This design comes from an exercise in tuning for small area on the open sky130 flow, not from production work.
Function was checked by simulation only, so behaviour that the tests miss may differ from the original.
Power is estimated from default activity; no workload was simulated.

== job 101 ==
Design lcd_ctrl, start of the top module:
module lcd_ctrl(clk, reset, datain, cmd, cmd_valid, dataout, output_valid, busy);
input           clk;
input           reset;
input   [7:0]   datain;
input   [2:0]   cmd;
input           cmd_valid;
output  [7:0]   dataout;
output  reg     output_valid;
output  reg     busy;
reg   [7:0] ring [0:107];
reg         loading;       
reg         img;           
reg         zoom;          
reg   [3:0] fr, fc;        
reg   [2:0] orow;          
reg   [3:0] ocol;          
reg   [3:0] out_count;
wire accept = cmd_valid & ~busy;
integer i;
always @(posedge clk) begin
  ring[0] <= loading ? datain : ring[107];
  for (i = 1; i < 108; i = i + 1)
    ring[i] <= ring[i-1];
end
always @(posedge clk) begin
  if (accept && cmd == 3'd0) begin
    fr <= 4'd0;
    fc <= 4'd0;
  end else if (fc == 4'd11) begin
    fc <= 4'd0;
    fr <= (fr == 4'd8) ? 4'd0 : fr + 4'd1;
  end else
    fc <= fc + 4'd1;
end
always @(posedge clk) begin
  if (reset) begin
    busy <= 1'b0;
    output_valid <= 1'b0;
    loading <= 1'b0;
    img <= 1'b0;
  end else if (accept) begin
    busy <= 1'b1;
    out_count <= 4'd0;
    if (cmd == 3'd0) begin
      loading <= 1'b1;
      img <= 1'b1;
      zoom <= 1'b0;
    end else begin
      output_valid <= 1'b1;
      if (img) begin
  ...
Size in the first run: roughly 1500 cells after synthesis, roughly 890 flip-flops, roughly 24 I/O pins.
clock: 8.0 ns
lec_check: 0
abc_area: 1
cap_margin: 0
core_margin: 2
core_utilization: 75
cts_buf_list: sky130_fd_sc_hd__clkbuf_8
cts_cluster_diameter: 60
cts_cluster_size: 18
slew_margin: 0
standard.sh (not shown) runs the stock make flow with config.mk's settings and CLKGATE_MAP_FILE= SYNTH_SCRIPT=/design/flow/synth_recipe.tcl, a recipe that flattens the netlist after the stock synthesis.
==> flow/flow/run.sh <==
#!/bin/bash
# Standard layout (standard.sh), with synthesis mapped by flow/synth_abc.tcl and
# the small select module lcd_ctrl_sel3 kept as its own module during synthesis
# (the netlist is flattened before layout, as in the standard synthesis).
# Every port still gets a buffer; it is a buf_1.
set -euo pipefail
work=$(pwd)
export FLOW_ABC_SCRIPT=$work/flow/area.abc
bash standard.sh SYNTH_SCRIPT=$work/flow/synth_abc.tcl SYNTH_KEEP_MODULES=lcd_ctrl_sel3 \
  "BUFFER_PORTS_ARGS=-buffer_cell sky130_fd_sc_hd__buf_1" finish > $work/flow_make.log 2>&1
==> flow/flow/area.abc <==
strash
&get -n
&st
&dch -f
&nf -R 1000
&st
&syn2
&dch -f
&nf -R 1000
&put
==> flow/flow/synth_abc.tcl <==
# synth_recipe.tcl (the standard synthesis), except that the final mapping to
# library cells runs flow/area.abc, an area-recovering &nf script, instead of
# ORFS's abc_area.script. Registers are mapped before ABC runs, so they are
# the standard synthesis's registers with the same names and cells.
proc synth {args} { yosys synth -nofsm -noshare {*}$args }
proc abc {args} {
  set keep {}
  set skip 0
  foreach a $args {
    if {$skip} { set skip 0; continue }
    if {$a in {-script -D}} { set skip 1; continue }
    lappend keep $a
  }
  yosys abc -script $::env(FLOW_ABC_SCRIPT) {*}$keep
}
source $::env(SCRIPTS_DIR)/synth.tcl
# left out here: clear keep_hierarchy, flatten, clean up, hide names made inside functions, write 1_2_yosys.v
Having completed the whole flow, job 101 delivered a layout that passed the timing, DRC and antenna checks.
Inputs modified between job 101 and job 102:
Settings: a change of CORE_UTILIZATION from 75 to 65; a change of CTS_BUF_LIST from sky130_fd_sc_hd__clkbuf_8 to sky130_fd_sc_hd__clkbuf_16; a change of CTS_CLUSTER_DIAMETER from 60 to 100; a change of CTS_CLUSTER_SIZE from 18 to 30; a change of SLEW_MARGIN from 0 to 20; a change of CAP_MARGIN from 0 to 20.
==> flow/flow/run.sh <==
#!/bin/bash
# Standard layout (standard.sh), with synthesis mapped by flow/synth_abc.tcl and
# the small select module lcd_ctrl_sel3 kept as its own module during synthesis
# (the netlist is flattened before layout, as in the standard synthesis).
set -euo pipefail
work=$(pwd)
export FLOW_ABC_SCRIPT=$work/flow/area.abc
bash standard.sh SYNTH_SCRIPT=$work/flow/synth_abc.tcl SYNTH_KEEP_MODULES=lcd_ctrl_sel3 finish > $work/flow_make.log 2>&1
Notes after the runs:
- Diff job 101 -> job 102: final critical-path setup slack now sits lower; tightest slew margin relative to the limit higher.
- When job 102 is set beside job 101, its routed length on met3 turns out to be about 15% smaller.
- Higher count of TritonRoute iterations in the first routing pass among job 102 and job 101: job 102
- Job 102 finished all stages; the layout is clean.
- Job 102 vs. job 101: proportion of final cell area spent on non-clock buffers rose by 0.71 points, post-CTS clock slew at the launch and capture registers of the worst setup and hold paths stayed essentially flat, top fanout value on the critical path fell by 2.
- In job 102 relative to job 101, fmax had gone down slightly.
- Delta (job 102 minus job 101): total design power +1.0%, met2 usage in global routing -8.5 points.
Modified inputs, job 103 compared to job 102
Settings: swapping sky130_fd_sc_hd__clkbuf_16 for sky130_fd_sc_hd__clkbuf_8 in CTS_BUF_LIST; swapping 30 for 18 in CTS_CLUSTER_SIZE; swapping 20 for 0 in SLEW_MARGIN; swapping 20 for 0 in CAP_MARGIN; swapping 65 for 75 in CORE_UTILIZATION; swapping 100 for 60 in CTS_CLUSTER_DIAMETER.
[summary]
- Per the comparison of job 103 with job 102, wire length now larger, sequential share of cell area now larger, fraction of the cycle the final worst path needs now smaller, final critical path time including I/O delays and setup now smaller, number of gates on the worst path with buffers counted comparable.
- From job 102 to job 103 the numbers moved as follows: clock-buffer cell count higher; portion of total power attributed to combinational logic now sits lower; final core area utilization rose by 9.6 points.
[inputs] job 104 vs job 103
Settings: swapping 0 for 20 in CAP_MARGIN; swapping 0 for 20 in SLEW_MARGIN; swapping 75 for 65 in CORE_UTILIZATION.
### Flow results
Relative to job 103, relative slew slack decreased by 6.5 points in job 104. The slack of the critical path reported for job 104 is smaller than that of job 103 by 0.11 ns. Against job 103, job 104 comes in 2 lower on number of gates on the worst path with buffers counted. Delta (job 104 minus job 103): largest net degree at the start of global routing -about 12%; fraction of the cycle the final worst path needs +1.4 points; proportion of layout cells with a drive suffix above 1 +0.31 points; total power +0.13 mW; routed wire length -480 um.

* * *

Setup of run 1:
lcd_ctrl, a different RTL version from the one above (not shown whole).
Size: roughly 3000 cells after synthesis, ~890 flip-flops, roughly 28000 um2 of cells after synthesis.
clock: 8.0 ns
lec_check: 0
abc_area: 1
cap_margin: 20
core_margin: 2
core_utilization: 40
slew_margin: 20
run.sh (not shown) runs the stock make flow with config.mk's settings and CLKGATE_MAP_FILE= SYNTH_SCRIPT=/design/flow/synth_recipe.tcl, a recipe that flattens the netlist after the stock synthesis.
Stock flow here: none of the scripts above is used.
Having completed the whole flow, run 1 delivered a layout that passed the timing, DRC and antenna checks.
> inputs changed (run 1 -> run 2)
# run 1
export LEC_CHECK = 0
export ABC_AREA = 1
export CAP_MARGIN = 20
export CORE_MARGIN = 2
export CORE_UTILIZATION = 40
export SLEW_MARGIN = 20
create_clock -name core_clock -period 8.0 [get_ports {clk}]
# run 2
export LEC_CHECK = 0
export ABC_AREA = 1
export CAP_MARGIN = 20
export CORE_MARGIN = 2
export CORE_UTILIZATION = 65
export CTS_BUF_LIST = sky130_fd_sc_hd__clkbuf_4
export SLEW_MARGIN = 20
create_clock -name core_clock -period 8.0 [get_ports {clk}]
==> flow/flow/run.sh (new file) <==
#!/bin/bash
# Standard layout (standard.sh), with synthesis mapped by flow/synth_abc.tcl.
set -euo pipefail
work=$(pwd)
export FLOW_ABC_SCRIPT=$work/flow/area.abc
bash standard.sh SYNTH_SCRIPT=$work/flow/synth_abc.tcl finish > $work/flow_make.log 2>&1
==> flow/flow/area.abc (new file) <==
strash
&get -n
&st
&dch -f
&nf -R 1000
&st
&syn2
&dch -f
&nf -R 1000
&put
==> flow/flow/synth_abc.tcl (new file) <==
# synth_recipe.tcl (the standard synthesis), except that the final mapping to
# library cells runs flow/area.abc, an area-recovering &nf script, instead of
# ORFS's abc_area.script. Registers are mapped before ABC runs, so they are
# the standard synthesis's registers with the same names and cells.
proc synth {args} { yosys synth -nofsm -noshare {*}$args }
proc abc {args} {
  set keep {}
  set skip 0
  foreach a $args {
    if {$skip} { set skip 0; continue }
    if {$a in {-script -D}} { set skip 1; continue }
    lappend keep $a
  }
  yosys abc -script $::env(FLOW_ABC_SCRIPT) {*}$keep
}
source $::env(SCRIPTS_DIR)/synth.tcl
# left out here: clear keep_hierarchy, flatten, clean up, hide names made inside functions, write 1_2_yosys.v
==> flow/standard.sh (new file) <==
#!/bin/bash
# synth_recipe.tcl (not shown) runs the flow's synth.tcl, then flattens the netlist and writes it again
# the make line also repeats each setting of config.mk as NAME=value (left out here)
make -C /OpenROAD-flow-scripts/flow DESIGN_CONFIG=/design/flow/config.mk WORK_HOME=/design/flow/orfs CLKGATE_MAP_FILE= SYNTH_SCRIPT=/design/flow/synth_recipe.tcl "${@:-finish}"
removed: flow/run.sh
## What came out
In run 2, combinational gate power is lower than in run 1. Fmax | run 2 vs run 1 | run 2 slower. The number of multi-input logic gates in run 2 is 0.40 times that in run 1. In run 2, the slew at the pin closest to its max-slew limit came out 0.058 ns below the value in run 1. Run 2 vs run 1 — mapped cell area dropped by more than 10%. Worst slew margin relative to its limit in run 2 vs run 1: up 3.9 points. Run 2 — sequential share of layout area 9.0 points higher, run 1 as reference. Run 2 vs run 1: design area down in run 2.
Relative to run 2, the following input files were edited for run 3:
# run 2
export LEC_CHECK = 0
export ABC_AREA = 1
export CAP_MARGIN = 20
export CORE_MARGIN = 2
export CORE_UTILIZATION = 65
export CTS_BUF_LIST = sky130_fd_sc_hd__clkbuf_4
export SLEW_MARGIN = 20
create_clock -name core_clock -period 8.0 [get_ports {clk}]
# run 3
export LEC_CHECK = 0
export ABC_AREA = 1
export CAP_MARGIN = 20
export CORE_MARGIN = 2
export CORE_UTILIZATION = 40
export SLEW_MARGIN = 20
create_clock -name core_clock -period 8.0 [get_ports {clk}]
### Flow results
On fraction of area in non-clock buffers: between run 2 and run 3, it ends up higher for run 2. In the metrics for run 2 and run 3, the one carrying the higher register share of total power is run 2. Relative to run 2, layout net count decreased by 124 in run 3. For the number of well-tap cells placed, run 3 came in 312 higher than run 2 did. Relative to run 2, the number of filler cells placed in the layout measured on run 3 has increased by more than 100%. Sort run 2 and run 3 by clock power asc -> top: run 2. The higher maximum frequency from static timing analysis came out of run 3. Comparing part of the total power dissipated in the clock network for run 2 and run 3, the smaller number came from run 2. [run 3 vs run 2] design area: higher in run 3.

* * *

== job 5592 ==
lcd_ctrl, a different RTL version from the one above (not shown whole).
Size: roughly 1500 cells after synthesis, about 890 flip-flops, roughly 24 I/O pins, roughly 0.023 mm² of cells after synthesis.
Settings: LEC_CHECK=0, ABC_AREA=1, CAP_MARGIN=20, CORE_MARGIN=2, CORE_UTILIZATION=85, CTS_BUF_LIST=sky130_fd_sc_hd__clkbuf_8, CTS_CLUSTER_DIAMETER=60, CTS_CLUSTER_SIZE=18, SLEW_MARGIN=20; clock period 8.0 ns.
standard.sh (not shown) runs the stock make flow with config.mk's settings and CLKGATE_MAP_FILE= SYNTH_SCRIPT=/design/flow/synth_recipe.tcl, a recipe that flattens the netlist after the stock synthesis.
==> flow/flow/run.sh <==
#!/bin/bash
# Standard layout (standard.sh), with synthesis mapped by flow/synth_abc.tcl and
# the small select module lcd_ctrl_sel3 kept as its own module during synthesis
# (the netlist is flattened before layout, as in the standard synthesis).
# Every port still gets a buffer; it is a buf_1.
set -euo pipefail
work=$(pwd)
export FLOW_ABC_SCRIPT=$work/flow/area.abc
bash standard.sh SYNTH_SCRIPT=$work/flow/synth_abc.tcl SYNTH_KEEP_MODULES=lcd_ctrl_sel3 \
  "BUFFER_PORTS_ARGS=-buffer_cell sky130_fd_sc_hd__buf_1" finish > $work/flow_make.log 2>&1
==> flow/flow/area.abc <==
strash
&get -n
&st
&dch -f
&nf -R 1000
&st
&syn2
&dch -f
&nf -R 1000
&put
==> flow/flow/synth_abc.tcl <==
# synth_recipe.tcl (the standard synthesis), except that the final mapping to
# library cells runs flow/area.abc, an area-recovering &nf script, instead of
# ORFS's abc_area.script. Registers are mapped before ABC runs, so they are
# the standard synthesis's registers with the same names and cells.
proc synth {args} { yosys synth -nofsm -noshare {*}$args }
proc abc {args} {
  set keep {}
  set skip 0
  foreach a $args {
    if {$skip} { set skip 0; continue }
    if {$a in {-script -D}} { set skip 1; continue }
    lappend keep $a
  }
  yosys abc -script $::env(FLOW_ABC_SCRIPT) {*}$keep
}
source $::env(SCRIPTS_DIR)/synth.tcl
# left out here: clear keep_hierarchy, flatten, clean up, hide names made inside functions, write 1_2_yosys.v
In summary, job 5592 completed successfully, with a layout that passed the timing, DRC and antenna checks.
Inputs modified between job 5592 and job 8164:
diff --git a/flow/config.mk b/flow/config.mk
--- a/flow/config.mk
+++ b/flow/config.mk
@@ -9,5 +9,5 @@
 export CAP_MARGIN = 20
 export CORE_MARGIN = 2
-export CORE_UTILIZATION = 85
+export CORE_UTILIZATION = 65
 export CTS_BUF_LIST = sky130_fd_sc_hd__clkbuf_8
 export CTS_CLUSTER_DIAMETER = 60
### Flow results
The met1 global-route usage in job 8164 was lower than what job 5592 gave. Critical path depth went down by a little under 10% going from job 5592 to job 8164. Ratio of cells with drive above 1 in the final layout (job 8164 over job 5592): increase, 1.1 points.
Inputs modified between job 8164 and job 7586:
diff --git a/flow/config.mk b/flow/config.mk
--- a/flow/config.mk
+++ b/flow/config.mk
@@ -10,6 +10,6 @@
 export CORE_MARGIN = 2
 export CORE_UTILIZATION = 65
-export CTS_BUF_LIST = sky130_fd_sc_hd__clkbuf_8
-export CTS_CLUSTER_DIAMETER = 60
-export CTS_CLUSTER_SIZE = 18
+export CTS_BUF_LIST = sky130_fd_sc_hd__clkbuf_4
+export CTS_CLUSTER_DIAMETER = 40
+export CTS_CLUSTER_SIZE = 10
 export SLEW_MARGIN = 20
--- outcome ---
Number of global-route vias before repair in job 7586 is 484 higher than in job 8164. Looking at depth of the CTS H-tree across job 7586 and job 8164, the one that comes out lower is job 8164. Final count of pins violating max slew: job 7586 vs job 8164 identical. In the metrics for job 7586 and job 8164, the one carrying the higher length of routed met3 wiring is job 7586. Going from job 8164 to job 7586, count of clock buffers in the final design went up 50; total power went up 0.21 mW; sequential share of layout area went down 0.59 points; layout filler cell count went up 11; count of plain and timing-repair buffers went up about 3%. In the flow results for job 7586 and job 8164, the number of antenna violations at the first check in global routing is larger on job 7586. Cmp job 7586 and job 8164 / routed wire length / lower: job 8164.

* * *

Starting RTL as in the previous note.
export LEC_CHECK = 0
export ABC_AREA = 1
export CAP_MARGIN = 20
export CORE_MARGIN = 2
export CORE_UTILIZATION = 70
export CTS_BUF_LIST = sky130_fd_sc_hd__clkbuf_8
export CTS_CLUSTER_DIAMETER = 60
export CTS_CLUSTER_SIZE = 18
export SLEW_MARGIN = 20
create_clock -name core_clock -period 8.0 [get_ports {clk}]
==> flow/flow/run.sh <==
#!/bin/bash
# Standard layout (standard.sh), except for synthesis:
# - flow/synth_abc.tcl maps the logic with flow/area.abc, an area-recovering
#   &nf script, instead of ORFS's abc_area.script;
# - the small select module lcd_ctrl_sel3 is kept as its own module during
#   synthesis (the netlist is flattened before layout, as in the standard
#   synthesis);
# - adders are left to ABC (no full-adder cell extraction).
# Every port still gets a buffer; it is a buf_1.
set -euo pipefail
work=$(pwd)
export FLOW_ABC_SCRIPT=$work/flow/area.abc
bash standard.sh SYNTH_SCRIPT=$work/flow/synth_abc.tcl SYNTH_KEEP_MODULES=lcd_ctrl_sel3 \
  ADDER_MAP_FILE= "BUFFER_PORTS_ARGS=-buffer_cell sky130_fd_sc_hd__buf_1" finish > $work/flow_make.log 2>&1
Scripts as last shown in full above: flow/flow/area.abc, flow/flow/synth_abc.tcl
==> next run, changes <==
CAP_MARGIN = 0   (was 20)
SLEW_MARGIN = 0   (was 20)
Sequential power stays flat.
Setup slack gains 0.039 ns.
Combinational power is about the same.
Sequential share of layout area is lower by 0.33 points.
Final area rises by 0.46%.
Final cell count came out higher by 0.39%.
Register-to-register slack degrades by 0.02 ns.
Critical path depth goes up by 1.

==> re-timing with driven ports <==
In the flow no input, the clock included, has a driving cell. The finished layouts below were timed again as built, in two steps.
Step 1 assumes that a clkbuf_16 drives the clock port and a buf_2 every other input.
Step 2 times the ports against the registers' clock, not the clock port: input delays grow and output delays shrink by t, the midpoint of the rising clock arrivals with the driver on.
Slacks: ideal / step 1 / step 2; pairs: ideal / step 1.
| run | shift t [ns] | slack for setup (ns) | cell pins on the clock port's net |
|---|---|---|---|
| job 101 | 0.691 | 0.319 / 0.266 / 0.957 | 1 |
| job 102 | 0.592 | 0.276 / 0.220 / 0.812 | 1 |
| job 103 | 0.672 | 0.386 / 0.336 / 1.008 | 1 |
| job 104 | 0.722 | 0.276 / 0.224 / 0.947 | 1 |
| run 1 | 0.686 | 0.444 / 0.381 / 1.067 | 1 |
| run 2 | 0.933 | 0.330 / 0.275 / 1.208 | 1 |
| run 3 | 0.671 | 0.362 / 0.305 / 0.976 | 1 |
| job 5592 | 0.666 | 0.178 / 0.128 / 0.794 | 1 |
| job 8164 | 0.727 | 0.439 / 0.387 / 1.114 | 1 |
| job 7586 | 0.853 | 0.337 / 0.290 / 1.143 | 1 |
| the first run of note 4 | 0.714 | 0.373 / 0.323 / 1.037 | 1 |
| the second run of note 4 | 0.711 | 0.411 / 0.360 / 1.071 | 1 |
After both steps setup and hold are still met in every run listed.
